From an optimization exercise on the open Yosys and OpenROAD flow, aimed at small area; shortcuts taken in it are not production practice. Only simulation tests tie the RTL to the original design; equivalence was not proved. In every run shown here, the design's own scripts or RTL, not TritonCTS, make the clock network. The clock input has no modelled driver; a real chip could not lean on it and would need a root buffer or a full tree. Power and IR drop assume default switching activity.

**flow/standard.sh**
```bash
#!/bin/bash
# synth_recipe.tcl (not shown) runs the flow's synth.tcl, then flattens the netlist and writes it again
# the make line also repeats each setting of config.mk as NAME=value (left out here)
make -C /OpenROAD-flow-scripts/flow DESIGN_CONFIG=/design/flow/config.mk WORK_HOME=/design/flow/orfs CLKGATE_MAP_FILE= SYNTH_SCRIPT=/design/flow/synth_recipe.tcl "${@:-finish}"
```
**flow/config.mk**
```make
export PLATFORM = sky130hd
export DESIGN_NAME = Morse_IP
export DESIGN_NICKNAME = Morse_IP
export VERILOG_FILES = /design/flow/design.v
export SDC_FILE = /design/flow/constraint.sdc
export NUM_CORES = 4
export LEC_CHECK = 0
export CAP_MARGIN = 20
export CORE_MARGIN = 2
export CORE_UTILIZATION = 60
export SLEW_MARGIN = 20
```
**flow/flow/run.sh**
```bash
#!/bin/bash
# The standard layout (standard.sh), with these changes:
#  - the port buffers are sky130_fd_sc_hd__buf_1 instead of the resizer's default;
#  - clock_tree_synthesis is replaced (through the PRE_CTS_TCL hook) by a small
#    two-level tree built in flow/manual_cts.tcl: a root buffer driven by the clock
#    port feeds one buffer per group of nearby flip-flops;
#  - synthesis leaves adders to abc (ADDER_MAP_FILE empty): Yosys's extract_fa
#    otherwise turns two-input AND/XOR pairs of the decode logic into half-adder cells.
set -euo pipefail
export BUFFER_PORTS_ARGS="-buffer_cell sky130_fd_sc_hd__buf_1"
export PRE_CTS_TCL="$PWD/flow/manual_cts.tcl"
export MANUAL_CTS_GROUPS=2
export MANUAL_CTS_MAX_SLEW=0.105
export MANUAL_CTS_LEAF=sky130_fd_sc_hd__clkbuf_16
export MANUAL_CTS_ROOT=sky130_fd_sc_hd__clkbuf_4
bash standard.sh ADDER_MAP_FILE= finish > standard.log 2>&1
```
**flow/flow/manual_cts.tcl**
```tcl
# Replaces clock_tree_synthesis with a small two-level clock tree: the clock
# flip-flops are split into k groups by position (k-means), k starting at
# MANUAL_CTS_GROUPS and raised until the estimated clock-pin slew is at most
# MANUAL_CTS_MAX_SLEW ns;
# each group gets a MANUAL_CTS_LEAF buffer at its centre, and one
# MANUAL_CTS_ROOT buffer, driven by the clock port, drives the group buffers.
proc mcts_add_buf { block master name in_net out_net x y } {
  set buf [odb::dbInst_create $block $master $name]
  foreach mt [$master getMTerms] {
    if { [$mt getSigType] ne "SIGNAL" } { continue }
    if { [$mt getIoType] eq "INPUT" } { [$buf findITerm [$mt getName]] connect $in_net }
    if { [$mt getIoType] eq "OUTPUT" } { [$buf findITerm [$mt getName]] connect $out_net }
  }
  $buf setLocation [expr {int($x)}] [expr {int($y)}]
  $buf setPlacementStatus PLACED
  return $buf
}

proc mcts_build { k } {
  set db [ord::get_db]
  set block [ord::get_db_block]
  set leaf [$db findMaster $::env(MANUAL_CTS_LEAF)]
  set root [$db findMaster $::env(MANUAL_CTS_ROOT)]
  set clk_net [$block findNet clk]
  set sinks {}
  foreach it [$clk_net getITerms] {
    set bb [[$it getInst] getBBox]
    lappend sinks [list $it [expr {([$bb xMin] + [$bb xMax]) / 2.0}] [expr {([$bb yMin] + [$bb yMax]) / 2.0}]]
  }
  set n [llength $sinks]
  # k-means, seeded with sinks spread through the list sorted by x
  set sorted [lsort -real -index 1 $sinks]
  set cx {}; set cy {}
  for { set g 0 } { $g < $k } { incr g } {
    set s [lindex $sorted [expr {int(($g + 0.5) * $n / $k)}]]
    lappend cx [lindex $s 1]; lappend cy [lindex $s 2]
  }
  for { set iter 0 } { $iter < 50 } { incr iter } {
    set assign {}
    foreach s $sinks {
      set best 0; set bd 1e30
      for { set g 0 } { $g < $k } { incr g } {
        set d [expr {abs([lindex $s 1] - [lindex $cx $g]) + abs([lindex $s 2] - [lindex $cy $g])}]
        if { $d < $bd } { set bd $d; set best $g }
      }
      lappend assign $best
    }
    set nx {}; set ny {}
    for { set g 0 } { $g < $k } { incr g } {
      set sx 0; set sy 0; set c 0
      foreach s $sinks a $assign {
        if { $a == $g } { set sx [expr {$sx + [lindex $s 1]}]; set sy [expr {$sy + [lindex $s 2]}]; incr c }
      }
      if { $c > 0 } { lappend nx [expr {$sx / $c}]; lappend ny [expr {$sy / $c}] } else { lappend nx [lindex $cx $g]; lappend ny [lindex $cy $g] }
    }
    set cx $nx; set cy $ny
  }
  set root_net [odb::dbNet_create $block clknet_root]
  $root_net setSigType CLOCK
  set rx 0; set ry 0
  for { set g 0 } { $g < $k } { incr g } {
    set net [odb::dbNet_create $block clknet_leaf_$g]
    $net setSigType CLOCK
    set c 0
    foreach s $sinks a $assign {
      if { $a == $g } { set it [lindex $s 0]; $it disconnect; $it connect $net; incr c }
    }
    mcts_add_buf $block $leaf clkbuf_leaf_$g $root_net $net [lindex $cx $g] [lindex $cy $g]
    set rx [expr {$rx + [lindex $cx $g]}]; set ry [expr {$ry + [lindex $cy $g]}]
    puts "manual CTS: group $g has $c sinks"
  }
  mcts_add_buf $block $root clkbuf_root $clk_net $root_net [expr {$rx / $k}] [expr {$ry / $k}]
  return $k
}

proc mcts_undo { k } {
  set block [ord::get_db_block]
  set clk_net [$block findNet clk]
  for { set g 0 } { $g < $k } { incr g } {
    set net [$block findNet clknet_leaf_$g]
    foreach it [$net getITerms] {
      if { [[$it getInst] getName] eq "clkbuf_leaf_$g" } { continue }
      $it disconnect
      $it connect $clk_net
    }
    odb::dbInst_destroy [$block findInst clkbuf_leaf_$g]
    odb::dbNet_destroy $net
  }
  odb::dbInst_destroy [$block findInst clkbuf_root]
  odb::dbNet_destroy [$block findNet clknet_root]
}

proc mcts_worst_slew { } {
  estimate_parasitics -placement
  set worst 0
  foreach p [get_pins -hierarchical */CLK] {
    set s [get_property $p slew_max]
    if { $s > $worst } { set worst $s }
  }
  return $worst
}

proc clock_tree_synthesis { args } {
  set_propagated_clock [all_clocks]
  set k $::env(MANUAL_CTS_GROUPS)
  while { 1 } {
    mcts_build $k
    set w [mcts_worst_slew]
    puts "manual CTS: $k groups, worst clock-pin slew $w ns"
    if { $w <= $::env(MANUAL_CTS_MAX_SLEW) || $k >= 12 } { break }
    mcts_undo $k
    incr k
  }
}
```
**flow/constraint.sdc**
```tcl
create_clock -name core_clock -period 10.0 [get_ports {clk}]
set_input_delay 2.0000 -clock core_clock [delete_from_list [all_inputs] [get_ports {clk}]]
set_output_delay 2.0000 -clock core_clock [all_outputs]
set_load 0.01 [all_outputs]
```
**flow/design.v**
```verilog
module Morse_IP
#(
    parameter DOT_TIME = 25_000,
    parameter WAIT_TIME = 50_000
) (
    input clk,
    input reset_n,
    input write,
    input read,
    input [1:0] address,
    input [31:0] writedata,
    output [7:0] readdata,        
    input [7:0] inital,
    input MODE,
    output reg [7:0] ascii_out,
    output reg dot_t,
    output reg wait_t
);
    reg [4:0] morse_code;
    reg [2:0] length;
    reg [1:0] signal;
    reg [6:0] rdata;              
    assign readdata = {1'b0, rdata};
    wire wr0 = write && address == 2'd0;
    wire clear = !signal[1] || (wr0 && !writedata[1]);
    always @(posedge clk or negedge reset_n) begin
        if (!reset_n) begin
            rdata <= 7'b0;
            signal[1] <= 1'b0;
        end else begin
            if (read) begin
                case (address)
                    2'd0: rdata <= {6'b0, MODE};
                    2'd1: rdata <= {2'b0, morse_code};
                    2'd2: rdata <= {4'b0, length};
                    default: rdata <= ascii_out[6:0];
                endcase
            end
            if (wr0)
                signal[1] <= writedata[1];
        end
    end
    always @(posedge clk)
        if (wr0)
            signal[0] <= writedata[0];
    reg [14:0] dot_cnt;
    wire dot_cnt_end = (dot_cnt & 15'd32631) == 15'd5232;
    wire [14:0] dot_cnt_next = {dot_cnt[13:0], ~(dot_cnt[14] ^ dot_cnt[6])} ^ ({15{dot_cnt_end}} & 15'd16);
    always @(posedge clk or negedge reset_n) begin
        if (!reset_n) begin
            dot_cnt <= 15'd10464;
            dot_t <= 1'b0;
        end else begin
            dot_cnt <= dot_cnt_next;
            dot_t <= dot_t ^ dot_cnt_end;
        end
    end
    reg [15:0] wait_cnt;
    wire wait_cnt_end = (wait_cnt & 16'd65533) == 16'd19353;
    wire [15:0] wait_cnt_next = {wait_cnt[14:0], ~(wait_cnt[15] ^ wait_cnt[8])} ^ ({16{wait_cnt_end}} & 16'd512);
    always @(posedge clk or negedge reset_n) begin
        if (!reset_n) begin
            wait_cnt <= 16'd38194;
            wait_t <= 1'b0;
        end else begin
            wait_cnt <= wait_cnt_next;
            wait_t <= wait_t ^ wait_cnt_end;
        end
    end
    localparam IDLE = 2'b00, DET_S = 2'b01, DET_L = 2'b11, RECORD = 2'b10;
    reg [1:0] state;
    reg [15:0] timer;
    localparam [15:0] T_DOT = 16'd48679, T_DONE = 16'd4641;
    wire t_dot  = (timer & 16'd65526) == (T_DOT & 16'd65526);
    wire t_done = (timer & 16'd65535) == (T_DONE & 16'd65535);
    wire detect = state[0];
    wire t_clr = clear || (MODE && state == IDLE);
    wire t_inc = !clear && MODE && !t_done && (state == RECORD || (detect && !signal[0]));
    always @(posedge clk) begin
        if (t_clr)
            timer <= 16'd0;
        else if (t_inc)
            timer <= {timer[14:0], ~(timer[15] ^ timer[2])};
    end
    always @(posedge clk or negedge reset_n) begin
        if (!reset_n) begin
            morse_code <= 5'b0;
            length <= 3'b0;
        end else if (clear) begin
            morse_code <= 5'b0;
            length <= 3'b0;
        end else if (!MODE) begin
            morse_code <= inital[4:0];
            length <= inital[7:5];
        end else begin
            case (state)
                IDLE:
                    if (!signal[0])
                        length <= length + 1'b1;
                DET_S:
                    if (signal[0])
                        morse_code <= {morse_code[3:0], 1'b0};   
                DET_L:
                    if (signal[0])
                        morse_code <= {morse_code[3:0], 1'b1};   
                default: ;
            endcase
        end
    end
    always @(posedge clk) begin
        if (clear)
            state <= IDLE;
        else if (MODE) begin
            case (state)
                IDLE:
                    if (!signal[0])
                        state <= DET_S;
                DET_S:
                    if (signal[0])
                        state <= RECORD;
                    else if (t_dot)
                        state <= DET_L;
                DET_L:
                    if (signal[0])
                        state <= RECORD;
                default:   
                    if (t_done)
                        state <= IDLE;
            endcase
        end
    end
	always @(*) begin
		case (length)
			3'd1: begin
				case (morse_code[0])
					1'b0: ascii_out = 8'h45;     
					1'b1: ascii_out = 8'h54;     
				endcase
			end
			3'd2: begin
				case (morse_code[1:0])
					2'b00: ascii_out = 8'h49;    
					2'b01: ascii_out = 8'h41;    
					2'b10: ascii_out = 8'h4E;    
					2'b11: ascii_out = 8'h4D;    
				endcase
			end
			3'd3: begin
				case (morse_code[2:0])
					3'b000: ascii_out = 8'h53;   
					3'b001: ascii_out = 8'h55;   
					3'b010: ascii_out = 8'h52;   
					3'b011: ascii_out = 8'h57;   
					3'b100: ascii_out = 8'h44;   
					3'b101: ascii_out = 8'h4B;   
					3'b110: ascii_out = 8'h47;   
					3'b111: ascii_out = 8'h4F;   
				endcase
			end
			3'd4: begin
				case (morse_code[3:0])
					4'b0000: ascii_out = 8'h48;   
					4'b0001: ascii_out = 8'h56;   
					4'b0010: ascii_out = 8'h46;   
				   4'b0011: ascii_out = 8'h32;   
					4'b0100: ascii_out = 8'h4C;   
					4'b0101: ascii_out = 8'h5E;   
					4'b0110: ascii_out = 8'h50;   
					4'b0111: ascii_out = 8'h4A;   
					4'b1000: ascii_out = 8'h42;   
					4'b1001: ascii_out = 8'h58;   
					4'b1010: ascii_out = 8'h43;   
					4'b1011: ascii_out = 8'h59;   
					4'b1100: ascii_out = 8'h5A;   
					4'b1101: ascii_out = 8'h51;   
					4'b1110: ascii_out = 8'h2B;   
					4'b1111: ascii_out = 8'h2D;   
				endcase
			end
			3'd5: begin
			case (morse_code[4:0])
					5'b00000: ascii_out = 8'h35;   
					5'b00001: ascii_out = 8'h34;   
					5'b00010: ascii_out = 8'h2A;   
					5'b00011: ascii_out = 8'h33;   
					5'b01010: ascii_out = 8'h2E;   
					5'b01011: ascii_out = 8'h22;   
					5'b01110: ascii_out = 8'h3F;   
					5'b01111: ascii_out = 8'h31;   
					5'b10000: ascii_out = 8'h36;   
					5'b10001: ascii_out = 8'h7E;   
					5'b11000: ascii_out = 8'h37;   
					5'b11001: ascii_out = 8'h27;   
					5'b11100: ascii_out = 8'h38;   
					5'b11101: ascii_out = 8'h2F;   
					5'b11110: ascii_out = 8'h39;   
					5'b11111: ascii_out = 8'h3A;   
					default: ascii_out = 8'h5F;    
				endcase
			end
			default: ascii_out = 8'h5F; 
		endcase
	end
endmodule
```
==> reports/results.ini, run 1 <==
[global_routing]
overflow=0
grt_pass1_wl_mm=10.5
grt_max_degree=50
grt_use_total_pct=21.1
antenna_found_initial=0
grt_pass1_vias=2233

[critical_path]
cp_max_fo=26
critical-path-max-stage-delay_ps=820
crit_type=reg2out
crit_required_ps=8000
path_cells=nor2b_1, a2111oi_0, o311ai_0, and2_1, buf_1
worst_setup_path_start_kind=flip-flop
cp_data_arrival_time_ps=2500
worstSetupEndpointType=output pin
slowest_stage=dfrtp_1

[synthesis]
synthArstFlopShare_pct=72.1
ys_ff_latch=68
synth_edf_count=1
synth_top_area_share_pct=29.2
netlist_area_um2=3180
avgSynthCellArea_um2=10.1
ys_top_cells_by_area=dfrtp_1, dfxtp_1, dfstp_2
synth_top_family_by_area=simple AND/OR/NAND/NOR gates
yosys.area.top_type=dfrtp_1
yosysSeqAreaShare_pct=51.4
yosys.area_share.simple_pct=19.0
synth_compound_area_share_pct=14.3
synth.distinct_cells=56
synth_mux_area_share_pct=7.33
synthAdderAreaFrac_pct=0
synth-xor-area-share_pct=2.76
synth_top_cells_by_count=dfrtp_1, nor2_1, mux2i_1, nand2_1, dfxtp_1
yosys_warnings=1
synth-main-ff-cell=dfrtp_1
netlist_instances=313

[routing]
via_per_inst=5.75
drc=0
routed_wl_mm=5.95
drtIter0Drc=246
dr.pass1.iters=4
wl_per_cell_um=14.9
vias=2301
drtAntennaViolNets=0

[timing]
rsz0062_at_grt=false
hold_slack_ps=372
finalSetupViolCount=0
slew_viol_final=0
min_period_over_period_pct=45.0
post-route-min-period_ps=4500
fin_worst_skew_ps=30.3
fin_ws_ps=5500
worstMarginPinSlew_ps=833
fmax_mhz=222
hold_viol=0
tns_ps=0
max-slew-margin-rel_pct=44.4

[placed_design]
hpwl_mm=4.12
gp_routability_congestion=0.909
port_buffers=32
place_ws_ps=5740

[floorplanning]
die_h_um=76.8
initial_utilization_pct=62.2
dieArea_um2=5890
rows=26
die_w_um=76.8
io_pins=65
core_um2=5110

[min_path]
hp-class=reg2reg

[cts]
clk_latency_ps=380
hold_buffers=0
clkTransAtPathRegs_ps=80
post_cts_buffers=0
postCtsResizedCells=0

[layout]
layout.nets=379
final_util_pct=65.9
syn2layout_area_growth_pct=5.91
drive_gt1_share_pct=8.48
diodes=0
n_fill_cell=417

[job]
cap_violations=0

[status]
outcome=finished clean

[pwr]
power_leakage_uw=0.00140
p_per_area_nw_per_um2=164
irDropWorstVdd_v=0.000147
power_uw=553

-- state kept, by name, indices dropped and copies added (netlist names) --
signal,count
timer,16
wait_cnt,16
dot_cnt,15
rdata,7
morse_code,5
length,3
signal,2
state,2
dot_t,1
wait_t,1
-- path summary, 6_finish.rpt --
path,from,end,slack (ps),cells after the start
max,morse_code[0],ascii_out[3],5500,5
min,wait_cnt[4],wait_cnt[5],370,0
max reg2reg,morse_code[0],rdata[6],7810,5
min reg2reg,wait_cnt[4],wait_cnt[5],370,0
max in group asynchronous,reset_n,wait_cnt[13],7890,2
min in group asynchronous,reset_n,rdata[1],1700,2
-- cell type report --
cell class	instances	area (um^2)	share of cell area, %
Buffer	4	82.6	2.46
Inverter	11	41.3	1.23
Multi-Input combinational cell	213	1380	41.1
Sequential cell	68	1630	48.5
Tap cell	70	87.6	2.60
Timing Repair Buffer	34	136	4.06
-- metal layers --
metal | vias up | global-route usage (%) | share of wire, %
met5 | - | 0 | 0
met1 | 1084 | 32.2 | 48
met2 | 61 | 34.1 | 46
met3 | 8 | 1.29 | 3.7
li1 | 1148 | - | -
met4 | 0 | 3.45 | 1.8
-- power breakdown --
group,internal (uW),total [uW],switching (uW)
combinational,45.2,111,66.0
sequential,285,309,24.2
clock,58.3,133,74.9
-- critical path, delay by kind of cell, from the launching register on --
family / cells / cell delay, ps
simple gates: 2 / 560
compound gates: 2 / 600
buf+inv: 1 / 170
flops: 1 / 820
-- stage by stage --
stage | cells | area (um^2)
floorplan | 314 | 3180
global placement | 396 | 3280
detailed placement | 396 | 3280
CTS | 400 | 3360
global route | 400 | 3360
finish | 400 | 3360
-- cell families (layout without fill, tap and decap cells) --
family | after synthesis | after routing
flip-flops | 68 | 68
multiplexers | 23 | 23
buffers and inverters | 33 | 49
AO/OA/AOI/OAI | 67 | 67
other | 1 | 2
AND/OR/NAND/NOR | 111 | 111
XOR/XNOR | 10 | 10
-- placed cells by master (no fill, tap or decap), types with 4 or more instances in the layout --
cell type,n
inv_1,11
nor2b_1,11
nor2_1,37
mux2i_1,21
nor3b_1,4
nand4_1,5
nor4_1,4
dfrtp_1,37
xnor2_1,10
nand3_1,4
dfstp_2,12
a21oi_1,15
o311ai_0,4
buf_1,31
o22ai_1,4
nand2_1,20
dfxtp_1,18
a31oi_1,4
a211oi_1,7
o21ai_0,11
==> run 2, diff against run 1 <==
--- a/flow/flow/run.sh
+++ b/flow/flow/run.sh
@@ -5,7 +5,10 @@
 #    two-level tree built in flow/manual_cts.tcl: a root buffer driven by the clock
 #    port feeds one buffer per group of nearby flip-flops;
 #  - synthesis leaves adders to abc (ADDER_MAP_FILE empty): Yosys's extract_fa
-#    otherwise turns two-input AND/XOR pairs of the decode logic into half-adder cells.
+#    otherwise turns two-input AND/XOR pairs of the decode logic into half-adder cells;
+#  - abc maps the logic with an area script (flow/area.abc, through flow/my_synth.tcl,
+#    which wraps synth_recipe.tcl) instead of ORFS's delay script; the registers and
+#    every other synthesis step are the standard flow's.
 set -euo pipefail
 export BUFFER_PORTS_ARGS="-buffer_cell sky130_fd_sc_hd__buf_1"
 export PRE_CTS_TCL="$PWD/flow/manual_cts.tcl"
@@ -13,4 +16,6 @@
 export MANUAL_CTS_MAX_SLEW=0.105
 export MANUAL_CTS_LEAF=sky130_fd_sc_hd__clkbuf_16
 export MANUAL_CTS_ROOT=sky130_fd_sc_hd__clkbuf_4
-bash standard.sh ADDER_MAP_FILE= finish > standard.log 2>&1
+export FLOW_SYNTH_TCL="$PWD/synth_recipe.tcl"
+export MY_ABC_SCRIPT="$PWD/flow/area.abc"
+bash standard.sh ADDER_MAP_FILE= SYNTH_SCRIPT="$PWD/flow/my_synth.tcl" finish > standard.log 2>&1
==> flow/flow/area.abc (new file) <==
strash
&get -n
&deepsyn -T 60 -I 4
&put
dch -f
map -a
strash
dch -f
map -a
==> flow/flow/my_synth.tcl (new file) <==
# The standard flow's synthesis script (synth_recipe.tcl: ORFS synth.tcl without Yosys's fsm and share
# passes, then flatten and rename), with abc run on MY_ABC_SCRIPT instead of ORFS's script.
proc abc {args} {
  set i [lsearch -exact $args -script]
  if { $i >= 0 } { set args [lreplace $args [expr {$i + 1}] [expr {$i + 1}] $::env(MY_ABC_SCRIPT)] }
  yosys abc {*}$args
}
source $::env(FLOW_SYNTH_TCL)
--- a/flow/config.mk
+++ b/flow/config.mk
@@ -7,5 +7,5 @@
 export LEC_CHECK = 0
 export CAP_MARGIN = 20
 export CORE_MARGIN = 2
-export CORE_UTILIZATION = 60
+export CORE_UTILIZATION = 40
 export SLEW_MARGIN = 20
==> reports/results.ini, run 2 <==
[synthesis]
netlist_area_um2=2790  ; was 3180 um^2
yosys_warnings=1  ; unchanged
yosysSeqAreaShare_pct=58.5  ; was 51.4%
synth_top_area_share_pct=33.2  ; was 29.2%
yosys.area.top_type=dfrtp_1  ; unchanged
yosysMostFrequentCell=clkinv_1
synthArstFlopShare_pct=72.1  ; unchanged
netlist_instances=300  ; was 313
ys_top_cells_by_area=dfrtp_1, dfxtp_1, dfstp_2  ; unchanged
synth.distinct_cells=31  ; was 56
synth_top_cells_by_count=clkinv_1, dfrtp_1, nor2_1, nand2_1, o21ai_0  ; was dfrtp_1, nor2_1, mux2i_1, nand2_1, dfxtp_1
synth_edf_count=1  ; unchanged
avgSynthCellArea_um2=9.29  ; was 10.1 um^2
ys_ff_latch=68  ; unchanged
synth-main-ff-cell=dfrtp_1  ; unchanged

[timing]
min_period_over_period_pct=47.2  ; was 45.0%
rsz0062_at_grt=false  ; unchanged
fin_worst_skew_ps=19.1  ; was 30.3 ps
tns_ps=0  ; unchanged
slew_viol_final=0  ; unchanged
finalSetupViolCount=0  ; unchanged
hold_viol=0  ; unchanged
post-route-min-period_ps=4720  ; was 4500 ps
fmax_mhz=212  ; was 222 MHz
max-slew-margin-rel_pct=55.6  ; was 44.4%
worstMarginPinSlew_ps=663  ; was 833 ps

[critical_path]
worstSetupEndpointType=output pin  ; unchanged
endpoint=ascii_out[1]  ; was ascii_out[3]
crit_required_ps=8000  ; about the same
reg2reg_setup_slack_ps=7590  ; was 7810 ps
startpoint=morse_code[0]  ; unchanged
cp_max_fo=12  ; was 26
crit_type=reg2out  ; unchanged
rr_worst_depth=9  ; was 5
worst_r2r_endpoint=rdata[0]  ; was rdata[6]
worst_setup_path_start_kind=flip-flop  ; unchanged
worstReg2RegStart=morse_code[2]  ; was morse_code[0]
cp_data_arrival_time_ps=2720  ; was 2500 ps

[layout]
layout.nets=387  ; was 379
n_fill_cell=649  ; was 417
diodes=0  ; unchanged
final_cell_mix=clkinv_1, dfrtp_1, nor2_1, buf_1, nand2_1  ; was nor2_1, dfrtp_1, buf_1, mux2i_1, nand2_1
syn2layout_area_growth_pct=11.9  ; was 5.91%
reg.largest.list=timer (16), wait_cnt (16), dot_cnt (15)  ; unchanged
regArea_um2=1630  ; unchanged
final_common_cell=clkinv_1
drive_gt1_share_pct=6.21  ; was 8.48%
final_cell_area_um2=3120  ; was 3360 um^2
final_util_pct=46.2  ; was 65.9%
multi_input_area_um2=950  ; was 1380 um^2

[placed_design]
gp_routability_congestion=0.934  ; was 0.909
hpwl_mm=4.37  ; was 4.12 mm
placed_area_um2=3010  ; was 3280 um^2
port_buffers=32  ; unchanged

[global_routing]
grt_pass1_vias=2107  ; was 2233
overflow=0  ; unchanged
grt_max_degree=34  ; was 50
antenna_found_initial=0  ; unchanged
grt_pass1_wl_mm=10.2  ; was 10.5 mm
grt_use_total_pct=16.3  ; was 21.1%

[routing]
via_per_inst=5.42  ; was 5.75
vias=2267  ; was 2301
drc=0  ; unchanged
drtAntennaViolNets=0  ; unchanged
routed_wl_mm=5.97  ; was 5.95 mm
drtIter0Drc=149  ; was 246
wl_per_cell_um=14.3  ; was 14.9 um
dr.pass1.iters=5  ; was 4

[pwr]
irDropWorstVdd_v=0.000100  ; was 0.000147 V
power_leakage_uw=0.00116  ; was 0.00140 uW
p_per_area_nw_per_um2=175  ; was 164 nW/um^2

[floorplanning]
dieArea_um2=7650  ; was 5890 um^2
die_h_um=87.5  ; was 76.8 um
initial_utilization_pct=41.3  ; was 62.2%
die_w_um=87.5  ; was 76.8 um
rows=30  ; was 26
io_pins=65  ; unchanged
core_um2=6760  ; was 5110 um^2

[cts]
clk_latency_ps=410  ; was 380 ps
clkTransAtPathRegs_ps=80  ; about the same
hold_buffers=0  ; unchanged
postCtsResizedCells=0  ; unchanged
post_cts_buffers=0  ; unchanged

[min_path]
hold_path_depth=0  ; unchanged
hp-class=reg2reg  ; unchanged

[job]
cap_violations=0  ; unchanged

[status]
outcome=finished clean  ; unchanged

-- run 2: cell families (layout without fill, tap and decap cells) --
logic type      after synthesis  count (layout)  synth area share, %
buf+inv                      54              91                 7.54
other cells                   1               2                0.135
xor+xnor                      5               5                 1.57
flops                        68              68                 58.5
compound gates               76              76                 17.1
simple gates                 96              96                 15.1
-- run 2: worst min path at each step --
stage	from	to
2_1_floorplan	wait_cnt[13]	wait_cnt[14]
3_3_place_gp	wait_cnt[4]	wait_cnt[5]
3_5_place_dp	wait_cnt[4]	wait_cnt[5]
4_1_cts	wait_cnt[4]	wait_cnt[5]
5_1_grt	wait_cnt[4]	wait_cnt[5]
6_report	wait_cnt[4]	wait_cnt[5]
-- run 2: layout make-up --
| cell class | count | share of cell area [%] |
|---|---|---|
| Sequential cell | 68 | 52.3 |
| Multi-Input combinational cell | 179 | 30.4 |
| Inverter | 52 | 6.26 |
| Timing Repair Buffer | 34 | 4.37 |
| Buffer | 5 | 3.45 |
| Tap cell | 80 | 3.21 |
-- run 2: through the flow --
step	hold slack [ps]	worst slack, ps	power, uW	instances
after floorplan	345	5880	360	301
after global placement	356	5520	394	413
after detailed placement	357	5460	393	413
after CTS	365	5300	551	418
after global routing	372	5010	577	418
final	366	5280	547	418
-- run 2: worst max-delay path: stages (launching register included) --
cell      delay, ps
dfrtp_1         600
clkinv_1        290
nor2_1          210
clkinv_1        100
o21ai_0         140
nand2_1          80
a31oi_1         240
clkinv_1        150
a32oi_1         280
clkinv_1         90
buf_1           130
-- run 2: power by group --
part	switching, uW	internal [uW]	leakage (uW)
sequential	13.7	284	0.000736
clock	82.8	75.0	0.0000539
combinational	61.5	29.6	0.000372
-- run 2: routing by layer --
| layer | wire (um) | share of wire (%) | track usage [%] | vias up |
|---|---|---|---|---|
| met1 | 2930 | 49 | 25.3 | 1053 |
| met5 | 0 | 0 | 0 | - |
| met2 | 2540 | 42 | 24.4 | 86 |
| met4 | 136 | 2.3 | 3.78 | 0 |
| met3 | 365 | 6.1 | 1.42 | 11 |
| li1 | - | - | - | 1117 |
==> run 3, diff against run 2 <==
==> flow/flow/run.sh (replaced) <==
#!/bin/bash
# The standard layout (standard.sh), with these changes:
#  - the port buffers are sky130_fd_sc_hd__buf_1 instead of the resizer's default;
#  - synthesis leaves adders to abc (ADDER_MAP_FILE empty): Yosys's extract_fa
#    otherwise turns two-input AND/XOR pairs of the decode logic into half-adder cells;
#  - abc maps the logic with an area script (flow/area.abc, through flow/my_synth.tcl,
#    which wraps synth_recipe.tcl) instead of ORFS's delay script; the registers and
#    every other synthesis step are the standard flow's.
# The make output is in standard.log; each ORFS step's log is under orfs/logs/.
set -euo pipefail
export BUFFER_PORTS_ARGS="-buffer_cell sky130_fd_sc_hd__buf_1"
export PRE_CTS_TCL="$PWD/flow/manual_cts.tcl"
B=sky130_fd_sc_hd__clkbuf
export MANUAL_CTS_CONFIGS="${B}_16:2 ${B}_8:4 ${B}_4:7 ${B}_4:8 ${B}_16:3 ${B}_8:5 ${B}_16:4 ${B}_16:5 ${B}_16:6"
export MANUAL_CTS_MAX_SLEW=0.12
export MANUAL_CTS_ROOT=${B}_4
export FLOW_SYNTH_TCL="$PWD/synth_recipe.tcl"
export MY_ABC_SCRIPT="$PWD/flow/area.abc"
bash standard.sh ADDER_MAP_FILE= SYNTH_SCRIPT="$PWD/flow/my_synth.tcl" finish > standard.log 2>&1
==> flow/flow/area.abc (replaced) <==
strash
&get -n
&deepsyn -T 60 -I 4
&put
dch -f
amap
strash
dch -f
amap
--- a/flow/flow/manual_cts.tcl
+++ b/flow/flow/manual_cts.tcl
@@ -1,9 +1,3 @@
-# Replaces clock_tree_synthesis with a small two-level clock tree: the clock
-# flip-flops are split into k groups by position (k-means), k starting at
-# MANUAL_CTS_GROUPS and raised until the estimated clock-pin slew is at most
-# MANUAL_CTS_MAX_SLEW ns;
-# each group gets a MANUAL_CTS_LEAF buffer at its centre, and one
-# MANUAL_CTS_ROOT buffer, driven by the clock port, drives the group buffers.
 proc mcts_add_buf { block master name in_net out_net x y } {
   set buf [odb::dbInst_create $block $master $name]
   foreach mt [$master getMTerms] {
@@ -16,10 +10,10 @@
   return $buf
 }
 
-proc mcts_build { k } {
+proc mcts_build { k leaf_name } {
   set db [ord::get_db]
   set block [ord::get_db_block]
-  set leaf [$db findMaster $::env(MANUAL_CTS_LEAF)]
+  set leaf [$db findMaster $leaf_name]
   set root [$db findMaster $::env(MANUAL_CTS_ROOT)]
   set clk_net [$block findNet clk]
   set sinks {}
@@ -55,8 +49,12 @@
     }
     set cx $nx; set cy $ny
   }
-  set root_net [odb::dbNet_create $block clknet_root]
-  $root_net setSigType CLOCK
+  if { $k > 4 } {
+    set root_net [odb::dbNet_create $block clknet_root]
+    $root_net setSigType CLOCK
+  } else {
+    set root_net $clk_net
+  }
   set rx 0; set ry 0
   for { set g 0 } { $g < $k } { incr g } {
     set net [odb::dbNet_create $block clknet_leaf_$g]
@@ -69,7 +67,9 @@
     set rx [expr {$rx + [lindex $cx $g]}]; set ry [expr {$ry + [lindex $cy $g]}]
     puts "manual CTS: group $g has $c sinks"
   }
-  mcts_add_buf $block $root clkbuf_root $clk_net $root_net [expr {$rx / $k}] [expr {$ry / $k}]
+  if { $k > 4 } {
+    mcts_add_buf $block $root clkbuf_root $clk_net $root_net [expr {$rx / $k}] [expr {$ry / $k}]
+  }
   return $k
 }
 
@@ -86,8 +86,10 @@
     odb::dbInst_destroy [$block findInst clkbuf_leaf_$g]
     odb::dbNet_destroy $net
   }
-  odb::dbInst_destroy [$block findInst clkbuf_root]
-  odb::dbNet_destroy [$block findNet clknet_root]
+  if { $k > 4 } {
+    odb::dbInst_destroy [$block findInst clkbuf_root]
+    odb::dbNet_destroy [$block findNet clknet_root]
+  }
 }
 
 proc mcts_worst_slew { } {
@@ -102,13 +104,16 @@
 
 proc clock_tree_synthesis { args } {
   set_propagated_clock [all_clocks]
-  set k $::env(MANUAL_CTS_GROUPS)
-  while { 1 } {
-    mcts_build $k
+  set configs $::env(MANUAL_CTS_CONFIGS)
+  set last [expr {[llength $configs] - 1}]
+  set i 0
+  foreach cfg $configs {
+    lassign [split $cfg :] leaf k
+    mcts_build $k $leaf
     set w [mcts_worst_slew]
-    puts "manual CTS: $k groups, worst clock-pin slew $w ns"
-    if { $w <= $::env(MANUAL_CTS_MAX_SLEW) || $k >= 12 } { break }
+    puts "manual CTS: $k x $leaf, worst clock-pin slew $w ns"
+    if { $w <= $::env(MANUAL_CTS_MAX_SLEW) || $i == $last } { break }
     mcts_undo $k
-    incr k
+    incr i
   }
 }
==> reports/results.ini, run 3 <==
[status]
outcome=finished clean  ; unchanged

[timing]
max-slew-margin-rel_pct=53.6  ; was 55.6%
post-route-min-period_ps=4510  ; was 4720 ps
fmax_mhz=222  ; was 212 MHz
hold_slack_ps=374  ; was 366 ps
hold_viol=0  ; unchanged
tns_ps=0  ; unchanged
fin_worst_skew_ps=51.4  ; was 19.1 ps
worstMarginPinSlew_ps=691  ; was 663 ps
finalSetupViolCount=0  ; unchanged
slew_viol_final=0  ; unchanged
rsz0062_at_grt=false  ; unchanged
min_period_over_period_pct=45.1  ; was 47.2%

[placed_design]
placed_area_um2=2970  ; was 3010 um^2
dp_cells=398  ; was 413
gp_routability_congestion=0.911  ; was 0.934
hpwl_mm=4.31  ; was 4.37 mm
port_buffers=32  ; unchanged

[floorplanning]
io_pins=65  ; unchanged
rows=30  ; unchanged
die_h_um=86.7  ; was 87.5 um
initial_utilization_pct=40.8  ; was 41.3%
core_um2=6720  ; was 6760 um^2
die_w_um=86.7  ; was 87.5 um
dieArea_um2=7520  ; was 7650 um^2

[pwr]
irDropWorstVdd_v=0.000130  ; was 0.000100 V
p_per_area_nw_per_um2=167  ; was 175 nW/um^2
power_leakage_uw=0.00112  ; was 0.00116 uW

[critical_path]
crit_required_ps=8000  ; about the same
cp_data_arrival_time_ps=2510  ; was 2720 ps
worst_setup_path_start_kind=flip-flop  ; unchanged
cp_max_fo=11  ; was 12
crit_type=reg2out  ; unchanged
worstReg2RegStart=morse_code[0]  ; was morse_code[2]
worstSetupEndpointType=output pin  ; unchanged
startpoint=morse_code[0]  ; unchanged

[synthesis]
yosysSeqAreaShare_pct=59.6  ; was 58.5%
synth.distinct_cells=31  ; unchanged
synth_compound_area_share_pct=19.8  ; was 17.1%
yosys_warnings=1  ; unchanged
synth-xor-area-share_pct=0.320  ; was 1.57%
synth_mux_area_share_pct=0  ; unchanged
avgSynthCellArea_um2=9.64  ; was 9.29 um^2
yosys.area_share.simple_pct=14.1  ; was 15.1%
synthArstFlopShare_pct=72.1  ; unchanged
netlist_instances=284  ; was 300
synth-main-ff-cell=dfrtp_1  ; unchanged
netlist_area_um2=2740  ; was 2790 um^2
synth_edf_count=1  ; unchanged
yosysMostFrequentCell=clkinv_1  ; unchanged
ys_ff_latch=68  ; unchanged
synth_top_area_share_pct=33.8  ; was 33.2%
synth_top_family_by_area=compound AO/OA/AOI/OAI gates  ; unchanged
synthAdderAreaFrac_pct=0  ; unchanged
synth_top_cells_by_count=clkinv_1, nor2_1, dfrtp_1, o21ai_0  ; was clkinv_1, dfrtp_1, nor2_1, nand2_1, o21ai_0
ys_top_cells_by_area=dfrtp_1, dfxtp_1, dfstp_2  ; unchanged
yosys.area.top_type=dfrtp_1  ; unchanged

[global_routing]
grt_use_total_pct=16.0  ; was 16.3%
met1_usage_pct=23.9  ; was 25.3%
grt_pass1_vias=2113  ; was 2107
overflow=0  ; unchanged
top_usage_layer=met2  ; was met1
antenna_found_initial=0  ; unchanged
use_met3_pct=1.33  ; was 1.42%
met2_usage_pct=25.8  ; was 24.4%
grt_max_degree=50  ; was 34
grt_pass1_wl_mm=9.92  ; was 10.2 mm

[min_path]
worstHoldStart=wait_cnt[13]  ; was wait_cnt[4]
hp-class=reg2reg  ; unchanged

[layout]
drive_gt1_share_pct=5.92  ; was 6.21%
fin_cells=401  ; was 418
diodes=0  ; unchanged
reg.largest.list=timer (16), wait_cnt (16), dot_cnt (15)  ; unchanged
final_common_cell=clkinv_1  ; unchanged
layout.nets=370  ; was 387
syn2layout_area_growth_pct=11.2  ; was 11.9%
final_cell_area_um2=3050  ; was 3120 um^2
final_cell_mix=clkinv_1, nor2_1, dfrtp_1, buf_1, o21ai_0  ; was clkinv_1, dfrtp_1, nor2_1, buf_1, nand2_1

[routing]
drtIter0Drc=262  ; was 149
routed_wl_mm=5.97  ; about the same
dr.pass1.iters=4  ; was 5
via_per_inst=5.53  ; was 5.42
drtAntennaViolNets=0  ; unchanged
vias=2219  ; was 2267
wl_per_cell_um=14.9  ; was 14.3 um
drc=0  ; unchanged

[cts]
postCtsResizedCells=0  ; unchanged
hold_buffers=0  ; unchanged
post_cts_buffers=0  ; unchanged
clk_latency_ps=170  ; was 410 ps
clkTransAtPathRegs_ps=110  ; was 80 ps

[job]
cap_violations=0  ; unchanged

[run 3: metrics by stage]
step	utilization, %	setup WS [ps]	total power, uW
final	45.3	5490	509
after detailed placement	44.2	5470	393
after global routing	45.3	5240	536
after floorplan	-	5900	358
after global placement	44.2	5520	392
after CTS	45.3	5600	512
[run 3: cells by family (layout without fill, tap and decap cells)]
logic type	Yosys count	count (layout)
compound gates	86	86
flops	68	68
xor+xnor	1	1
buf+inv	42	78
other cells	1	2
simple gates	86	86
[run 3: layout make-up]
class	count	area [um^2]
plain buffers	3	75.1
well taps	80	100
flip-flops and latches	68	1630
multi-input cells	175	946
inverters	40	150
fillers	656	3670
repair buffers	35	144
[run 3: routing by layer]
layer / part of all wire (%) / vias up / wire, um
met2: 44 / 67 / 2600
met4: 1.9 / 0 / 112
li1: - / 1090 / -
met3: 6.1 / 12 / 361
met1: 49 / 1050 / 2900
met5: 0 / - / 0
[run 3: worst max-delay path, stage by stage, from the launching register on]
cell and delay [ps]:
dfrtp_1 590, clkinv_1 260, nor2_1 410, a21oi_1 210, clkinv_1 70, o311ai_0 150
a222oi_1 450, buf_1 210
[run 3: power breakdown]
group	leakage, uW	total (uW)	switching, uW	internal (uW)
registers	0.000735	298	12.9	285
logic	0.000344	91.1	61.6	29.6
clock network	0.0000370	120	65.5	54.8
total	0.00112	509	140	369
[run 3: worst paths after layout]
| check | end | slack [ps] | depth (start not counted) |
|---|---|---|---|
| worst max-delay path | ascii_out[0] | 5490 | 7 |
| worst min-delay path | wait_cnt[14] | 370 | 0 |
| worst max register to register | rdata[0] | 7230 | 9 |
| worst min register to register | wait_cnt[14] | 370 | 0 |
| max in group asynchronous | rdata[1] | 7630 | 2 |
| min in group asynchronous | morse_code[2] | 1910 | 2 |
==> run 4, diff against run 3 <==
--- a/flow/flow/manual_cts.tcl
+++ b/flow/flow/manual_cts.tcl
@@ -8,6 +8,20 @@
   $buf setLocation [expr {int($x)}] [expr {int($y)}]
   $buf setPlacementStatus PLACED
   return $buf
+}
+
+proc mcts_bisect { sinks k } {
+  if { $k <= 1 } { return [list $sinks] }
+  set xs [lmap s $sinks { lindex $s 1 }]
+  set ys [lmap s $sinks { lindex $s 2 }]
+  set xs [lsort -real $xs]; set ys [lsort -real $ys]
+  set dx [expr {[lindex $xs end] - [lindex $xs 0]}]
+  set dy [expr {[lindex $ys end] - [lindex $ys 0]}]
+  set sorted [lsort -real -index [expr {$dx >= $dy ? 1 : 2}] $sinks]
+  set k1 [expr {$k / 2}]
+  set n1 [expr {int(round(double([llength $sinks]) * $k1 / $k))}]
+  return [concat [mcts_bisect [lrange $sorted 0 [expr {$n1 - 1}]] $k1] \
+                 [mcts_bisect [lrange $sorted $n1 end] [expr {$k - $k1}]]]
 }
 
 proc mcts_build { k leaf_name } {
@@ -22,33 +36,20 @@
     lappend sinks [list $it [expr {([$bb xMin] + [$bb xMax]) / 2.0}] [expr {([$bb yMin] + [$bb yMax]) / 2.0}]]
   }
   set n [llength $sinks]
-  # k-means, seeded with sinks spread through the list sorted by x
-  set sorted [lsort -real -index 1 $sinks]
+  # Recursive bisection: split the sinks at the median of their wider
+  # dimension, in proportion to the groups each side gets, until k groups.
+  set groups [mcts_bisect $sinks $k]
+  set assign {}
   set cx {}; set cy {}
-  for { set g 0 } { $g < $k } { incr g } {
-    set s [lindex $sorted [expr {int(($g + 0.5) * $n / $k)}]]
-    lappend cx [lindex $s 1]; lappend cy [lindex $s 2]
+  set idx 0
+  set gid [dict create]
+  foreach grp $groups {
+    set sx 0; set sy 0
+    foreach s $grp { set sx [expr {$sx + [lindex $s 1]}]; set sy [expr {$sy + [lindex $s 2]}]; dict set gid [lindex $s 0] $idx }
+    lappend cx [expr {$sx / [llength $grp]}]; lappend cy [expr {$sy / [llength $grp]}]
+    incr idx
   }
-  for { set iter 0 } { $iter < 50 } { incr iter } {
-    set assign {}
-    foreach s $sinks {
-      set best 0; set bd 1e30
-      for { set g 0 } { $g < $k } { incr g } {
-        set d [expr {abs([lindex $s 1] - [lindex $cx $g]) + abs([lindex $s 2] - [lindex $cy $g])}]
-        if { $d < $bd } { set bd $d; set best $g }
-      }
-      lappend assign $best
-    }
-    set nx {}; set ny {}
-    for { set g 0 } { $g < $k } { incr g } {
-      set sx 0; set sy 0; set c 0
-      foreach s $sinks a $assign {
-        if { $a == $g } { set sx [expr {$sx + [lindex $s 1]}]; set sy [expr {$sy + [lindex $s 2]}]; incr c }
-      }
-      if { $c > 0 } { lappend nx [expr {$sx / $c}]; lappend ny [expr {$sy / $c}] } else { lappend nx [lindex $cx $g]; lappend ny [lindex $cy $g] }
-    }
-    set cx $nx; set cy $ny
-  }
+  foreach s $sinks { lappend assign [dict get $gid [lindex $s 0]] }
   if { $k > 4 } {
     set root_net [odb::dbNet_create $block clknet_root]
     $root_net setSigType CLOCK
--- a/flow/config.mk
+++ b/flow/config.mk
@@ -5,7 +5,7 @@
 export SDC_FILE = /design/flow/constraint.sdc
 export NUM_CORES = 4
 export LEC_CHECK = 0
-export CAP_MARGIN = 20
+export CAP_MARGIN = 0
 export CORE_MARGIN = 2
 export CORE_UTILIZATION = 40
-export SLEW_MARGIN = 20
+export SLEW_MARGIN = 0
==> reports/results.ini, run 4 <==
[min_path]
hold_path_depth=0  ; unchanged
worstHoldStart=wait_cnt[4]  ; was wait_cnt[13]
hp-class=reg2reg  ; unchanged

[synthesis]
synthArstFlopShare_pct=72.1  ; unchanged
yosysSeqAreaShare_pct=59.6  ; unchanged
synth.distinct_cells=31  ; unchanged
netlist_instances=284  ; unchanged
synth-main-ff-cell=dfrtp_1  ; unchanged
ys_ff_latch=68  ; unchanged
synth_top_cells_by_count=clkinv_1, nor2_1, dfrtp_1, o21ai_0  ; unchanged
yosys.area.top_type=dfrtp_1  ; unchanged
synth_edf_count=1  ; unchanged
synth_top_area_share_pct=33.8  ; unchanged
avgSynthCellArea_um2=9.64  ; unchanged
ys_top_cells_by_area=dfrtp_1, dfxtp_1, dfstp_2  ; unchanged
netlist_area_um2=2740  ; unchanged
yosysMostFrequentCell=clkinv_1  ; unchanged
yosys_warnings=1  ; unchanged

[cts]
postCtsResizedCells=0  ; unchanged
clk_latency_ps=160  ; was 170 ps
post_cts_buffers=0  ; unchanged
hold_buffers=0  ; unchanged
clkTransAtPathRegs_ps=100  ; was 110 ps

[global_routing]
antenna_found_initial=0  ; unchanged
grt_max_degree=50  ; unchanged
grt_pass1_vias=2120  ; was 2113
overflow=0  ; unchanged
grt_pass1_wl_mm=9.95  ; was 9.92 mm
grt_use_total_pct=16.0  ; unchanged

[pwr]
pwr-share-comb_pct=18.6  ; was 17.9%
seq_power_share_pct=60.7  ; was 58.5%
pwr-share-clk_pct=20.7  ; was 23.6%
p_int_uw=351  ; was 369 uW
switching_share_pct=28.4  ; was 27.5%
p_per_area_nw_per_um2=162  ; was 167 nW/um^2
power_leakage_uw=0.00111  ; was 0.00112 uW
switchingPower_uw=139  ; was 140 uW
irDropWorstVdd_v=0.0000791  ; was 0.000130 V

[placed_design]
hpwl_mm=4.31  ; unchanged
gp_routability_congestion=0.911  ; unchanged
port_buffers=32  ; unchanged

[floorplanning]
initial_utilization_pct=40.8  ; unchanged
io_pins=65  ; unchanged
die_h_um=86.7  ; unchanged
core_um2=6720  ; unchanged
die_w_um=86.7  ; unchanged
rows=30  ; unchanged
dieArea_um2=7520  ; unchanged

[routing]
via_per_inst=5.62  ; was 5.53
dr.pass1.iters=6  ; was 4
drtIter0Drc=246  ; was 262
vias=2260  ; was 2219
drtAntennaViolNets=0  ; unchanged
drc=0  ; unchanged
routed_wl_mm=6.02  ; was 5.97 mm
wl_per_cell_um=15.0  ; was 14.9 um

[critical_path]
cp_max_fo=11  ; unchanged
critical-path-max-stage-delay_ps=610  ; was 590 ps
worstReg2RegStart=morse_code[0]  ; unchanged
startpoint=morse_code[1]  ; was morse_code[0]
crit_type=reg2out  ; unchanged
cp_data_arrival_time_ps=2510  ; about the same
slowest_stage=dfrtp_1  ; unchanged
worst_setup_path_start_kind=flip-flop  ; unchanged
crit_required_ps=8000  ; about the same
crit_path_frequent_cell=nor2_1  ; was clkinv_1
worstSetupEndpointType=output pin  ; unchanged
path_cells=clkinv_1, nor2_1, nor2_1, o21ai_0, nor2_1, nor4_1, buf_1  ; was clkinv_1, nor2_1, a21oi_1, clkinv_1, o311ai_0, a222oi_1, buf_1
rr_worst_depth=9  ; unchanged

[layout]
syn2layout_area_growth_pct=10.5  ; was 11.2%
drive_gt1_share_pct=6.21  ; was 5.92%
final_common_cell=clkinv_1  ; unchanged
final_cell_mix=clkinv_1, nor2_1, dfrtp_1, buf_1, o21ai_0  ; unchanged
layout.nets=371  ; was 370
multi_input_area_um2=946  ; unchanged
reg.largest.list=timer (16), wait_cnt (16), dot_cnt (15)  ; unchanged
diodes=0  ; unchanged
regArea_um2=1630  ; unchanged
n_fill_cell=657  ; was 656

[timing]
hold_slack_ps=367  ; was 374 ps
finalSetupViolCount=0  ; unchanged
max-slew-margin-rel_pct=53.0  ; was 53.6%
fmax_mhz=222  ; about the same
fin_worst_skew_ps=7.31  ; was 51.4 ps
hold_viol=0  ; unchanged
min_period_over_period_pct=45.1  ; about the same
slew_viol_final=0  ; unchanged
rsz0062_at_grt=false  ; unchanged
tns_ps=0  ; unchanged
worstMarginPinSlew_ps=700  ; was 691 ps
post-route-min-period_ps=4510  ; about the same

[job]
cap_violations=0  ; unchanged

[status]
outcome=finished clean  ; unchanged

==> run 4: worst paths after layout <==
path | end | slack [ps]
max | ascii_out[3] | 5490
min | wait_cnt[5] | 370
max reg2reg | rdata[0] | 7290
min reg2reg | wait_cnt[5] | 370
max in group asynchronous | wait_cnt[11] | 7670
min in group asynchronous | rdata[5] | 1920
==> run 4: power groups by stage <==
stage	sequential [uW]	clock [uW]	combinational, uW
final	297	102	91.4
after global routing	299	116	103
after CTS	297	106	90.6
after detailed placement	302	0	90.3
after global placement	302	0	90.0
after floorplan	300	0	57.7
==> run 4: logic make-up after synthesis <==
family	count (synthesis)	share of synthesized area, %
AO/OA/AOI/OAI	86	19.8
AND/OR/NAND/NOR	86	14.1
flip-flops	68	59.6
buffers and inverters	42	6.03
XOR/XNOR	1	0.320
other	1	0.137
==> run 4: per-stage QoR <==
| step | std cells | worst slack, ps | util [%] | area, um^2 | total power [uW] |
|---|---|---|---|---|---|
| 3_5_place_dp | 398 | 5470 | 44.2 | 2970 | 393 |
| 3_3_place_gp | 398 | 5520 | 44.2 | 2970 | 392 |
| 5_1_grt | 402 | 5150 | 45.0 | 3030 | 518 |
| 2_1_floorplan | 285 | 5900 | - | 2740 | 358 |
| 6_report | 402 | 5490 | 45.0 | 3030 | 490 |
| 4_1_cts | 402 | 5530 | 45.0 | 3030 | 494 |
==> run 4: area by class of cell <==
type / count / share of cell area [%]
Sequential cell: 68 / 53.9
Multi-Input combinational cell: 175 / 31.3
Inverter: 40 / 4.96
Timing Repair Buffer: 35 / 4.75
Tap cell: 80 / 3.31
Buffer: 4 / 1.82
==> run 4: critical path, delay by kind of cell, from the launching register on <==
family          cells  cell delay, ps
simple gates        4             790
flops               1             610
buf+inv             2             600
compound gates      1             350
==> run 4: routing by layer <==
layer  part of all wire, %  vias to the layer above  global-route usage, %
met3                   5.7                       16                   1.43
met1                    49                     1075                   23.8
met4                   2.7                        0                   3.55
li1                      -                     1089                      -
met5                     0                        -                      0
met2                    43                       80                   25.6
==> run 5, diff against run 4 <==
--- a/flow/config.mk
+++ b/flow/config.mk
@@ -5,7 +5,8 @@
 export SDC_FILE = /design/flow/constraint.sdc
 export NUM_CORES = 4
 export LEC_CHECK = 0
-export CAP_MARGIN = 0
+export CAP_MARGIN = 20
 export CORE_MARGIN = 2
 export CORE_UTILIZATION = 40
-export SLEW_MARGIN = 0
+export GPL_TIMING_DRIVEN = 0
+export SLEW_MARGIN = 20
==> reports/results.ini, run 5 <==
[synthesis]
avgSynthCellArea_um2=9.64  ; unchanged
synth-main-ff-cell=dfrtp_1  ; unchanged
ys_ff_latch=68  ; unchanged
netlist_area_um2=2740  ; unchanged
synth.distinct_cells=31  ; unchanged
yosysMostFrequentCell=clkinv_1  ; unchanged
yosys.area.top_type=dfrtp_1  ; unchanged
yosysSeqAreaShare_pct=59.6  ; unchanged
netlist_instances=284  ; unchanged
synth_top_cells_by_count=clkinv_1, nor2_1, dfrtp_1, o21ai_0  ; unchanged
ys_top_cells_by_area=dfrtp_1, dfxtp_1, dfstp_2  ; unchanged
synthArstFlopShare_pct=72.1  ; unchanged
synth_edf_count=1  ; unchanged
yosys_warnings=1  ; unchanged
synth_top_area_share_pct=33.8  ; unchanged

[routing]
wl_per_cell_um=14.4  ; was 15.0 um
via_per_inst=5.46  ; was 5.62
drtIter0Drc=298  ; was 246
routed_wl_mm=5.88  ; was 6.02 mm
vias=2221  ; was 2260
drtAntennaViolNets=0  ; unchanged
drc=0  ; unchanged
dr.pass1.iters=5  ; was 6

[critical_path]
path_cells=clkinv_1, nand2_1, nor2_1, a2111oi_0, o31ai_1, buf_1  ; was clkinv_1, nor2_1, nor2_1, o21ai_0, nor2_1, nor4_1, buf_1
critical-path-max-stage-delay_ps=830  ; was 610 ps
crit_required_ps=8000  ; about the same
worstSetupEndpointType=output pin  ; unchanged
crit_type=reg2out  ; unchanged
cp_data_arrival_time_ps=2740  ; was 2510 ps
slowest_stage=a2111oi_0  ; was dfrtp_1
worst_setup_path_start_kind=flip-flop  ; unchanged
cp_max_fo=8  ; was 11
worst-path-buf-inv=2  ; unchanged
cp_top_family=compound AO/OA/AOI/OAI gates  ; was simple AND/OR/NAND/NOR gates

[global_routing]
grt_max_degree=28  ; was 50
antenna_found_initial=0  ; unchanged
overflow=0  ; unchanged
grt_use_total_pct=16.5  ; was 16.0%
grt_pass1_vias=2194  ; was 2120
grt_pass1_wl_mm=10.3  ; was 9.95 mm

[timing]
min_period_over_period_pct=47.4  ; was 45.1%
finalSetupViolCount=0  ; unchanged
post-route-min-period_ps=4740  ; was 4510 ps
fmax_mhz=211  ; was 222 MHz
slew_viol_final=0  ; unchanged
worstMarginPinSlew_ps=913  ; was 700 ps
tns_ps=0  ; unchanged
fin_ws_ps=5260  ; was 5490 ps
fin_worst_skew_ps=14.4  ; was 7.31 ps
hold_viol=0  ; unchanged
rsz0062_at_grt=false  ; unchanged
max-slew-margin-rel_pct=37.6  ; was 53.0%

[layout]
multi_input_area_um2=946  ; unchanged
drive_gt1_share_pct=7.65  ; was 6.21%
fin_cells=407  ; was 402
final_common_cell=clkinv_1  ; unchanged
final_cell_mix=clkinv_1, nor2_1, dfrtp_1, buf_1, o21ai_0  ; unchanged
layout.nets=376  ; was 371
final_util_pct=45.5  ; was 45.0%
diodes=0  ; unchanged
syn2layout_area_growth_pct=11.7  ; was 10.5%
reg.largest.list=timer (16), wait_cnt (16), dot_cnt (15)  ; unchanged
n_fill_cell=626  ; was 657
regArea_um2=1630  ; unchanged
final_cell_area_um2=3060  ; was 3030 um^2

[floorplanning]
die_h_um=86.7  ; unchanged
io_pins=65  ; unchanged
core_um2=6720  ; unchanged
dieArea_um2=7520  ; unchanged
rows=30  ; unchanged
initial_utilization_pct=40.8  ; unchanged
die_w_um=86.7  ; unchanged

[placed_design]
place_ws_ps=5370  ; was 5470 ps
placed_area_um2=3000  ; was 2970 um^2
dp_cells=399  ; was 398
port_buffers=32  ; unchanged
gp_routability_congestion=0.903  ; was 0.911
hpwl_mm=4.32  ; was 4.31 mm

[job]
cap_violations=0  ; unchanged

[min_path]
hp-class=reg2reg  ; unchanged

[status]
outcome=finished clean  ; unchanged

[cts]
postCtsResizedCells=0  ; unchanged
post_cts_buffers=0  ; unchanged
clkTransAtPathRegs_ps=110  ; was 100 ps
clk_latency_ps=410  ; was 160 ps
hold_buffers=0  ; unchanged

[pwr]
irDropWorstVdd_v=0.0000683  ; was 0.0000791 V
power_leakage_uw=0.00113  ; was 0.00111 uW
p_per_area_nw_per_um2=165  ; was 162 nW/um^2

run 5: kinds of logic after synthesis:
kind of cell / share of synthesized area [%]
compound gates: 19.8
buf+inv: 6.03
flops: 59.6
xor+xnor: 0.320
other cells: 0.137
simple gates: 14.1
run 5: where the power goes:
group          internal (uW)  switching [uW]
Combinational           30.8            61.3
Sequential               284            12.9
Clock                   37.3            78.9
Total                    352             153
run 5: metrics by stage:
step	hold WS, ps	power [uW]
floorplan	345	358
global placement	356	391
detailed placement	358	394
CTS	373	515
global route	372	542
finish	372	506
run 5: final timing paths:
path,from,end,slack [ps],cells after the start
worst max-delay path,morse_code[2],ascii_out[6],5260,6
worst min-delay path,wait_cnt[14],wait_cnt[15],370,0
max in group asynchronous,reset_n,wait_cnt[12],7750,2
min in group asynchronous,reset_n,rdata[2],1610,1
worst min register to register,wait_cnt[14],wait_cnt[15],370,0
worst max register to register,morse_code[0],rdata[0],7330,9
run 5: metal layers:
metal	GRT usage [%]	vias up	routed length [um]
met5	0	-	0
met1	23.8	1019	2680
met4	2.41	0	92
met2	26.6	86	2610
met3	3.24	13	500
li1	-	1103	-
run 5: layout make-up:
cell class                 instances  share of cell area, %
multi-input combinational        175                   30.9
tap                               80                   3.27
inverter                          40                   4.91
sequential                        68                   53.3
buffer                            10                   2.45
timing repair buffer              34                   5.11
run 5: worst register-to-register path: stages (launching register included):
cell and delay [ps]:
dfrtp_1 610, clkinv_1 280, nor2_1 380, a21oi_1 170, clkinv_1 70, o311ai_0 160, a222oi_1 400, nor3_1 90
nor4_1 280, a22o_1 180
==> run 6, diff against run 5 <==
--- a/flow/config.mk
+++ b/flow/config.mk
@@ -8,5 +8,4 @@
 export CAP_MARGIN = 20
 export CORE_MARGIN = 2
 export CORE_UTILIZATION = 40
-export GPL_TIMING_DRIVEN = 0
 export SLEW_MARGIN = 20
==> reports/results.ini, run 6 <==
[status]
outcome=finished clean  ; unchanged

[routing]
wl_per_cell_um=15.0  ; was 14.4 um
vias=2260  ; was 2221
drtAntennaViolNets=0  ; unchanged
dr.pass1.iters=6  ; was 5
drc=0  ; unchanged
via_per_inst=5.62  ; was 5.46
drtIter0Drc=246  ; was 298
routed_wl_mm=6.02  ; was 5.88 mm

[synthesis]
yosys_warnings=1  ; unchanged
synth-main-ff-cell=dfrtp_1  ; unchanged
synthArstFlopShare_pct=72.1  ; unchanged
ys_ff_latch=68  ; unchanged
avgSynthCellArea_um2=9.64  ; unchanged
yosysSeqAreaShare_pct=59.6  ; unchanged
netlist_area_um2=2740  ; unchanged
yosysMostFrequentCell=clkinv_1  ; unchanged
ys_top_cells_by_area=dfrtp_1, dfxtp_1, dfstp_2  ; unchanged
yosys.area.top_type=dfrtp_1  ; unchanged
synth.distinct_cells=31  ; unchanged
netlist_instances=284  ; unchanged
synth_edf_count=1  ; unchanged
synth_top_cells_by_count=clkinv_1, nor2_1, dfrtp_1, o21ai_0  ; unchanged
synth_top_area_share_pct=33.8  ; unchanged

[timing]
post-route-min-period_ps=4510  ; was 4740 ps
min_period_over_period_pct=45.1  ; was 47.4%
worstMarginPinSlew_ps=700  ; was 913 ps
slew_viol_final=0  ; unchanged
max-slew-margin-rel_pct=53.0  ; was 37.6%
finalSetupViolCount=0  ; unchanged
fin_ws_ps=5490  ; was 5260 ps
fmax_mhz=222  ; was 211 MHz
tns_ps=0  ; unchanged
fin_worst_skew_ps=7.31  ; was 14.4 ps
hold_viol=0  ; unchanged
rsz0062_at_grt=false  ; unchanged

[layout]
syn2layout_area_growth_pct=10.5  ; was 11.7%
reg.largest.list=timer (16), wait_cnt (16), dot_cnt (15)  ; unchanged
drive_gt1_share_pct=6.21  ; was 7.65%
diodes=0  ; unchanged
final_common_cell=clkinv_1  ; unchanged
layout.nets=371  ; was 376
n_fill_cell=657  ; was 626
final_cell_mix=clkinv_1, nor2_1, dfrtp_1, buf_1, o21ai_0  ; unchanged

[critical_path]
cp_data_arrival_time_ps=2510  ; was 2740 ps
cp_max_fo=11  ; was 8
worstSetupEndpointType=output pin  ; unchanged
worst_setup_path_start_kind=flip-flop  ; unchanged
crit_type=reg2out  ; unchanged
crit_required_ps=8000  ; about the same

[placed_design]
port_buffers=32  ; unchanged
hpwl_mm=4.31  ; was 4.32 mm
place_ws_ps=5470  ; was 5370 ps
gp_routability_congestion=0.911  ; was 0.903

[cts]
postCtsResizedCells=0  ; unchanged
clk_latency_ps=160  ; was 410 ps
post_cts_buffers=0  ; unchanged
clkTransAtPathRegs_ps=100  ; was 110 ps
hold_buffers=0  ; unchanged

[pwr]
power_leakage_uw=0.00111  ; was 0.00113 uW
switching_share_pct=28.4  ; was 30.3%
pwr-share-clk_pct=20.7  ; was 23.0%
p_int_uw=351  ; was 352 uW
seq_power_share_pct=60.7  ; was 58.8%
p_per_area_nw_per_um2=162  ; was 165 nW/um^2
switchingPower_uw=139  ; was 153 uW
pwr-share-comb_pct=18.6  ; was 18.2%
irDropWorstVdd_v=0.0000791  ; was 0.0000683 V

[global_routing]
antenna_found_initial=0  ; unchanged
grt_pass1_wl_mm=9.95  ; was 10.3 mm
grt_max_degree=50  ; was 28
grt_use_total_pct=16.0  ; was 16.5%
grt_pass1_vias=2120  ; was 2194
overflow=0  ; unchanged

[floorplanning]
die_w_um=86.7  ; unchanged
rows=30  ; unchanged
io_pins=65  ; unchanged
core_um2=6720  ; unchanged
dieArea_um2=7520  ; unchanged
die_h_um=86.7  ; unchanged
initial_utilization_pct=40.8  ; unchanged

[job]
cap_violations=0  ; unchanged

[min_path]
hp-class=reg2reg  ; unchanged

==> run 6: worst max-delay path: stages (launching register included) <==
cell      delay, ps
dfrtp_1         610
clkinv_1        400
nor2_1          260
nor2_1           50
o21ai_0         350
nor2_1           70
nor4_1          410
buf_1           200
==> run 6: cells by family (layout without fill, tap and decap cells) <==
group | count (synthesis) | after routing | synth area share, %
buffers and inverters | 42 | 79 | 6.03
other | 1 | 2 | 0.137
AOI/OAI and AO/OA | 86 | 86 | 19.8
and+or+nand+nor | 86 | 86 | 14.1
xor gates and xnor gates | 1 | 1 | 0.320
DFF | 68 | 68 | 59.6
==> run 6: area by class of cell <==
cell class | instances | area [um^2] | share of cell area [%]
sequential | 68 | 1630 | 53.9
multi-input combinational | 175 | 946 | 31.3
inverter | 40 | 150 | 4.96
timing repair buffer | 35 | 144 | 4.75
buffer | 4 | 55.1 | 1.82
tap | 80 | 100 | 3.31
==> run 6: path summary, 6_finish.rpt <==
path | from | end | slack, ps | cells past startpoint
max | morse_code[1] | ascii_out[3] | 5490 | 7
max in group asynchronous | reset_n | wait_cnt[11] | 7670 | 2
min in group asynchronous | reset_n | rdata[5] | 1920 | 2
min reg2reg | wait_cnt[4] | wait_cnt[5] | 370 | 0
min | wait_cnt[4] | wait_cnt[5] | 370 | 0
max reg2reg | morse_code[0] | rdata[0] | 7290 | 9
==> run 6: per-layer routing <==
metal / part of all wire, % / GRT usage [%] / vias to the layer above / wire [um]
met5: 0 / 0 / - / 0
met4: 2.7 / 3.55 / 0 / 160
met3: 5.7 / 1.43 / 16 / 344
met2: 43 / 25.6 / 80 / 2580
met1: 49 / 23.8 / 1075 / 2940
li1: - / - / 1089 / -
==> run 6: through the flow <==
step                power, uW  hold slack (ps)  std cells  instance area (um^2)  util [%]
global placement          392              357        398                  2970      44.2
detailed placement        393              357        398                  2970      44.2
global route              518              368        402                  3030      45.0
floorplan                 358              345        285                  2740         -
CTS                       494              374        402                  3030      45.0
finish                    490              367        402                  3030      45.0
==> run 6: power by group through the flow <==
| stage | combinational [uW] | clock, uW | sequential (uW) |
|---|---|---|---|
| 2_1_floorplan | 57.7 | 0 | 300 |
| 3_3_place_gp | 90.0 | 0 | 302 |
| 3_5_place_dp | 90.3 | 0 | 302 |
| 4_1_cts | 90.6 | 106 | 297 |
| 5_1_grt | 103 | 116 | 299 |
| 6_report | 91.4 | 102 | 297 |

[what the ideal ports hide]
In the flow no input, the clock included, has a driving cell. The finished layouts below were timed again as built, in two steps. Step 1 sets driving cells, clkbuf_16 on the clock port and buf_2 on the other inputs (assumed; they add their load-dependent delay and slew). Step 2 moves the port delays by t, midway between the first and last clock arrival at a register: inputs arrive t later, outputs are due t later. That takes back most of the time a late clock gives input paths. a / b / c = no drivers / after step 1 / after step 2; a / b = the first two.
| run | t, ns | setup WS [ns] | worst register clock-pin slew, ns |
|---|---|---|---|
| run 1 | 0.394 | 5.502 / 5.477 / 5.762 | 0.10 / 0.10 |
| run 2 | 0.427 | 5.277 / 5.249 / 5.433 | 0.08 / 0.08 |
| run 3 | 0.206 | 5.491 / 5.428 / 5.480 | 0.11 / 0.11 |
| run 4 | 0.213 | 5.491 / 5.432 / 5.454 | 0.10 / 0.10 |
| run 5 | 0.424 | 5.256 / 5.230 / 5.348 | 0.11 / 0.11 |
| run 6 | 0.213 | 5.491 / 5.432 / 5.454 | 0.10 / 0.10 |
After both steps every run listed still meets setup and hold.
